Context: an optimization exercise on an open-source flow, tuned for small area, a short achievable clock period and few clock cycles per item. The choices shown serve that exercise and are no tape-out recipe. In this exercise RTL edits were held to simulation tests only and were not proved equivalent to the original.

== run A ==
Design dnn_relu_fix12, start of the top module:
module dnn_relu_fix12
     (input     logic                       clk,
      input     logic                       rst,
      input     logic                       start,
      input     logic                       reset,
      input     logic   signed      [11:0]  mem_data,
      output    logic   unsigned    [15:0]  mem_addr,
      output    logic                       done,
      output    logic               [119:0] out);
    localparam logic [15:0] BASE_W2 = 16'd10426;
    localparam logic [2:0] M_IDLE  = 3'd0,
                           M_L1A   = 3'd1,
                           M_L1W   = 3'd2,
                           M_BIAS  = 3'd3,
                           M_L2    = 3'd4,
                           M_FLUSH = 3'd5,
                           M_DONE  = 3'd6;
    function automatic logic signed [11:0] f_add(input logic signed [11:0] a,
                                                 input logic signed [11:0] b);
        logic signed [12:0] s;
        s = a + b;
        if (s < -13'sd2047)     f_add = -12'sd2047;
        else if (s > 13'sd2047) f_add = 12'sd2047;
        else                    f_add = s[11:0];
    endfunction
    function automatic logic [11:0] f_hid(input logic [11:0] v);
        if (v[11])              f_hid = 12'd0;
  ...
Size: ~2000 cells after synthesis, roughly 600 flip-flops, about 25000 sq um of cells after synthesis.
clock: 14.0 ns
lec_check: 0
cap_margin: 20
core_margin: 2
core_utilization: 40
slew_margin: 20
standard.sh (not shown) runs the stock make flow with config.mk's settings and CLKGATE_MAP_FILE= SYNTH_SCRIPT=/design/flow/synth_recipe.tcl, a recipe that flattens the netlist after the stock synthesis.
==> flow/flow/run.sh <==
#!/bin/bash
set -euo pipefail
export BUFFER_PORTS_ARGS="-buffer_cell sky130_fd_sc_hd__buf_2"
bash standard.sh finish > flow_make.log 2>&1
Testbench counts of run A, summed over its fixed seeds: cycles 146,986, items 48.
#### Input delta (run B over run A)
--- a/flow/design.v
+++ b/flow/design.v
@@ -588,17 +588,16 @@
     logic [8:0]  n;         
     logic [13:0] wrow;      
     logic [4:0]  wcnt;      
     logic [4:0]  ph;        
     logic [4:0]  jn;        
     logic        clr;       
     logic [3:0]  kcnt;      
     logic [15:0] addr_q;
-    logic        start_q, reset_q;
     logic        wv_d, wv_m, wv_p;             
     logic        bv_d;                         
     logic        l2v_d, l2v_m, l2v_p;          
     logic        l2f_d, l2f_m, l2f_p;          
     logic        fin_d, fin_m, fin_p, fin_a;   
     logic signed [11:0] d_q;     
     logic signed [11:0] na;      
     logic signed [11:0] cur_a;   
@@ -611,62 +610,60 @@
     wire        pend   = (n != 9'd0) && (na != 12'sd0);
     wire [4:0]  ph_inc = (ph == 5'd24) ? 5'd0 : ph + 5'd1;
     wire [4:0]  jn_inc = (jn == 5'd24) ? 5'd0 : jn + 5'd1;
     wire [15:0] waddr  = {2'b00, wrow} + {11'd0, jn};
     always_ff @(posedge clk or posedge rst) begin : CTRL
         if (rst) begin
             mode  <= M_IDLE;
             done  <= 1'b0;
-            start_q <= 1'b0;
-            reset_q <= 1'b0;
             wv_d  <= 1'b0;
             wv_m  <= 1'b0;
             wv_p  <= 1'b0;
             bv_d  <= 1'b0;
             l2v_d <= 1'b0;
             l2v_m <= 1'b0;
             l2v_p <= 1'b0;
             l2f_d <= 1'b0;
             l2f_m <= 1'b0;
             l2f_p <= 1'b0;
             fin_d <= 1'b0;
             fin_m <= 1'b0;
             fin_p <= 1'b0;
             fin_a <= 1'b0;
         end else begin
-            start_q <= start;
-            reset_q <= reset;
-            if (reset) done <= 1'b0;
             wv_d  <= (mode == M_L1W);
             wv_m  <= wv_d;
             wv_p  <= wv_m;
             bv_d  <= (mode == M_BIAS) && (wcnt < 5'd10);
             l2v_d <= (mode == M_L2);
             l2v_m <= l2v_d;
             l2v_p <= l2v_m;
             l2f_d <= (mode == M_L2) && (ph == 5'd0);
             l2f_m <= l2f_d;
             l2f_p <= l2f_m;
             fin_d <= (mode == M_L2) && (ph == 5'd24) && (kcnt == 4'd9);
             fin_m <= fin_d;
             fin_p <= fin_m;
             fin_a <= fin_p;
             case (mode)
-                M_IDLE:  if (start_q) mode <= M_L1A;
+                M_IDLE:  if (start) mode <= M_L1A;
                 M_L1A:   if (pend) mode <= M_L1W;
                          else if (n == 9'd401) mode <= M_BIAS;
                 M_L1W:   if (wcnt == 5'd24) mode <= (n == 9'd401) ? M_BIAS : M_L1A;
                 M_BIAS:  if (wcnt >= 5'd9 && ph == 5'd24) mode <= M_L2;
                 M_L2:    if (ph == 5'd24 && kcnt == 4'd9) mode <= M_FLUSH;
                 M_FLUSH: if (fin_a) begin
                              mode <= M_DONE;
                              done <= 1'b1;
                          end
-                M_DONE:  if (reset_q) mode <= M_IDLE;
+                M_DONE:  if (reset) begin
+                             mode <= M_IDLE;
+                             done <= 1'b0;
+                         end
                 default: mode <= M_IDLE;
             endcase
         end
     end
     always_ff @(posedge clk) begin : CNT
         addr_q <= addr_q + 16'd1;
         ph <= ph_inc;
         jn <= jn_inc;
@@ -718,38 +715,34 @@
                     addr_q <= addr_q - 16'd239;
                 end else begin
                     addr_q <= addr_q + 16'd10;
                 end
             end
             default: ;
         endcase
     end
-    wire signed [4:0]  w_0 = {1'b0, d_q[3:0]};
-    wire signed [4:0]  w_1 = {1'b0, d_q[7:4]};
-    wire signed [3:0]  w_2 = d_q[11:8];
-    wire signed [15:0] pm_0 = cur_a * w_0;
-    wire signed [15:0] pm_1 = cur_a * w_1;
-    wire signed [15:0] pm_2 = cur_a * w_2;
-    logic signed [11:0] m_0;
-    logic signed [15:0] m_1;
-    logic signed [14:0] m_2;
-    wire signed [18:0] m_sum = {{7{m_0[11]}}, m_0} + {{3{m_1[15]}}, m_1} + {m_2, 4'b0};
+    wire signed [5:0]  w_hi = d_q[11:6];
+    wire signed [6:0]  w_lo = {1'b0, d_q[5:0]};
+    wire signed [17:0] pm_hi = cur_a * w_hi;
+    wire signed [17:0] pm_lo = cur_a * w_lo;
+    logic signed [16:0] m_hi;
+    logic signed [11:0] m_lo;
+    wire signed [16:0] m_sum = m_hi + {{5{m_lo[11]}}, m_lo};
     wire signed [11:0] head = ring[0];
     wire signed [11:0] ring_in = f_add(clr ? 12'sd0 : head, wv_p ? p_q : 12'sd0);
     wire signed [11:0] acc2_in = f_add(l2f_p ? ob[0] : acc2, p_q);
     always_ff @(posedge clk) begin : DP
         d_q <= mem_data;
         if (mode == M_L1A) na <= mem_data;
         if (mode == M_L1A && pend) cur_a <= na;
         else if (mode == M_L2) cur_a <= f_hid(head);
-        m_0  <= pm_0[15:4];
-        m_1  <= pm_1;
-        m_2  <= pm_2[14:0];
-        p_q  <= m_sum[18:7];
+        m_hi <= pm_hi[16:0];
+        m_lo <= pm_lo[17:6];
+        p_q  <= m_sum[16:5];
         ring[23:0] <= ring[24:1];
         ring[24]   <= ring_in;
         if (l2v_p) acc2 <= acc2_in;
         if (bv_d) begin
             ob[8:0] <= ob[9:1];
             ob[9]   <= {d_q[11], d_q[11:1]};
         end else if ((l2v_p && l2f_p) || fin_a) begin
             ob[8:0] <= ob[9:1];
Findings:
Diff run A -> run B | core utilization of the finished layout | decrease of 0.49 points
Looking at xor/xnor cell area share of the yosys netlist, run B sits below run A.
Final non-filler cell area, run B vs run A: down by a few percent
Re count of clock-buffer cells in the layout: run B is about 5% up on run A.
On via count normalized by instance count: run B sits below run A.
Delta (run B minus run A): fraction of synthesis flops using an asynchronous set or reset pin shrank by 0.25 points; clock buffer and inverter area fraction after layout shrank by 0.42 points; register-to-register slack shrank by 680 ps.
Testbench counts of run B, summed over its fixed seeds: cycles 146,938, items 48.

## separate check: timing with driven ports
How much do the figures lean on ideal ports? The routed layouts below were timed once more, with nothing changed but the port constraints.
Step 1 assumes that a clkbuf_16 drives the clock port and a buf_2 every other input.
Step 2 adds t to the input delays and takes it off the output delays; t is the mean of the earliest and latest rising clock arrival at the registers after step 1. Input paths then give back, and output paths get back, about the clock's delay inside the block.
a / b / c = ideal / step 1 / step 2; a / b = the first two.
| run | t (ns) | setup WS [ns] | clock arrival spread, ns | slew at the worst register clock pin (ns) |
|---|---|---|---|---|
| run A | 0.678 | 9.603 / 9.603 / 9.603 | 0.025 / 0.025 | 0.07 / 0.07 |
| run B | 0.672 | 8.920 / 8.920 / 8.920 | 0.027 / 0.026 | 0.06 / 0.06 |
After both steps every run listed still meets setup and hold.
